Context: an optimization exercise on an open-source flow, tuned for small area and few clock cycles per item. The choices shown serve that exercise and are no tape-out recipe.
The RTL was checked by simulation tests, not by an equivalence proof against the original design.

==> v16: inputs <==
Design fft_256_top, start of the top module:
module fft_256_top (
    input         clock,
    input         reset,
    input         input_en,
    input  [31:0] input_real,
    input  [31:0] input_imag,
    output        output_en,
    output [31:0] output_real,
    output [31:0] output_imag
);
    wire        s0_en;
    wire [31:0] s0_re, s0_im;
    wire        s1_en;
    wire [31:0] s1_re, s1_im;
    wire        s2_en;
    wire [31:0] s2_re, s2_im;
    wire        s3_en;
    wire [31:0] s3_re, s3_im;
    wire        s4_en;
    wire [31:0] s4_re, s4_im;
    wire        s5_en;
    wire [31:0] s5_re, s5_im;
    wire        s6_en;
    wire [31:0] s6_re, s6_im;
    wire        s7_en;
    wire [31:0] s7_re, s7_im;
    wire        s8_en;
    wire [31:0] s8_re, s8_im;
    assign s0_en = input_en;
    assign s0_re = input_real;
    assign s0_im = input_imag;
    SdfStage0 stage1 (.clock(clock), .reset(reset),
        .input_en(s0_en), .input_real(s0_re), .input_imag(s0_im),
        .output_en(s1_en), .output_real(s1_re), .output_imag(s1_im));
  ...
==> flow/config.mk <==
export PLATFORM = sky130hd
export DESIGN_NAME = fft_256_top
export DESIGN_NICKNAME = fft_256_top
export VERILOG_FILES = /design/flow/design.v
export SDC_FILE = /design/flow/constraint.sdc
export NUM_CORES = 8
export LEC_CHECK = 0
export CAP_MARGIN = 20
export CORE_MARGIN = 2
export CORE_UTILIZATION = 50
export CTS_BUF_LIST = sky130_fd_sc_hd__clkbuf_16
export CTS_CLUSTER_DIAMETER = 100
export CTS_CLUSTER_SIZE = 30
export SLEW_MARGIN = 20
export SYNTH_HIERARCHICAL = 1
export SYNTH_MEMORY_MAX_BITS = 131072
export SYNTH_MINIMUM_KEEP_SIZE = 0
==> flow/constraint.sdc <==
create_clock -name core_clock -period 14.0 [get_ports {clock}]
set_input_delay 2.8000 -clock core_clock [delete_from_list [all_inputs] [get_ports {clock}]]
set_output_delay 2.8000 -clock core_clock [all_outputs]
set_load 0.01 [all_outputs]
standard.sh (not shown) runs the stock make flow with config.mk's settings and CLKGATE_MAP_FILE= SYNTH_SCRIPT=/design/flow/synth_recipe.tcl, a recipe that flattens the netlist after the stock synthesis.
==> flow/flow/run.sh <==
#!/bin/bash
# Layout flow: the standard layout (standard.sh), with clock tree synthesis
# run without dummy loads. Every tool's output goes to a log file in this folder.
set -euo pipefail
export CTS_ARGS="-sink_clustering_enable -repair_clock_nets -sink_clustering_size 30 -sink_clustering_max_diameter 100 -buf_list sky130_fd_sc_hd__clkbuf_16 -dont_use_dummy_load"
bash standard.sh > flow_standard.log 2>&1
==> inputs of v17, as changes to v16 <==
==> flow/run.sh (new file) <==
#!/bin/bash
# synth_recipe.tcl (not shown) runs the flow's synth.tcl, then flattens the netlist and writes it again
# the make line also repeats each setting of config.mk as NAME=value (left out here)
make -C /OpenROAD-flow-scripts/flow DESIGN_CONFIG=/design/flow/config.mk WORK_HOME=/design/flow/orfs CLKGATE_MAP_FILE= SYNTH_SCRIPT=/design/flow/synth_recipe.tcl finish
removed: flow/flow/run.sh
removed: flow/standard.sh
==> inputs of v18, as changes to v16 <==
==> flow/flow/run.sh (replaced) <==
#!/bin/bash
# Layout flow: the standard layout (standard.sh), with clock tree synthesis
# run without dummy loads.
# Every tool's output goes to a log file in this folder (flow_standard.log here,
# the per-step logs under orfs/logs/).
set -euo pipefail
export CTS_ARGS="-sink_clustering_enable -repair_clock_nets -sink_clustering_size 28 -sink_clustering_max_diameter 100 -buf_list sky130_fd_sc_hd__clkbuf_16 -dont_use_dummy_load"
bash standard.sh > flow_standard.log 2>&1
--- a/flow/config.mk
+++ b/flow/config.mk
@@ -10,7 +10,7 @@
 export CORE_UTILIZATION = 50
 export CTS_BUF_LIST = sky130_fd_sc_hd__clkbuf_16
 export CTS_CLUSTER_DIAMETER = 100
-export CTS_CLUSTER_SIZE = 30
+export CTS_CLUSTER_SIZE = 28
 export SLEW_MARGIN = 20
 export SYNTH_HIERARCHICAL = 1
 export SYNTH_MEMORY_MAX_BITS = 131072
==> impl_metrics.toml <==
[routing]
route.vias.total = 317000
ant_nets = 1

[cells_and_area]
seq_share_pct = 54.8
multi_input_area_share_pct = 37.0

[run_status]
violations = "antenna violations"
status = "complete, but fails checks"

[worst_setup_path]
slowest_delay_ns = 0.69
That was v16.
==> impl_metrics.toml <==
[worst_setup_path]
slowest_delay_ns = 0.72

[grt]
grt_max_degree = 118

[routing]
ant_nets = 0
route.vias.total = 318000

[cells_and_area]
seq_share_pct = 54.6

[run_status]
status = "finished clean"
That was v17.
==> impl_metrics.toml <==
[run_status]
status = "complete, but fails checks"
violations = "max-capacitance violations, max-slew violations"

[timing]
slew_violations = 56

[routing]
route.vias.total = 318000

[job]
drv_cap = 1
That was v18.
Testbench counts of v16, summed over its fixed seeds: cycles 18,480, frames 64.
Testbench counts of v17, summed over its fixed seeds: cycles 18,480, frames 64.
Testbench counts of v18, summed over its fixed seeds: cycles 18,480, frames 64.

## afterwards: timing with drivers on the ports
Ports are ideal in the flow. The routed layouts listed here were re-timed in OpenROAD. Step 1 sets driving cells, clkbuf_16 on the clock port and buf_2 on the other inputs (assumed; they add their load-dependent delay and slew). Step 2 adds t to the input delays and takes it off the output delays; t is the mean of the earliest and latest rising clock arrival at the registers after step 1. Input paths then give back, and output paths get back, about the clock's delay inside the block. Three values: ideal ports, drivers, drivers and shift; two values: the first two.
run | t, ns | setup slack, ns | worst setup path at the end
v16 | 1.269 | 1.415 / 1.415 / 1.415 | register to register
v17 | 1.304 | 1.338 / 1.338 / 1.338 | register to register
v18 | 1.276 | 1.412 / 1.412 / 1.412 | register to register
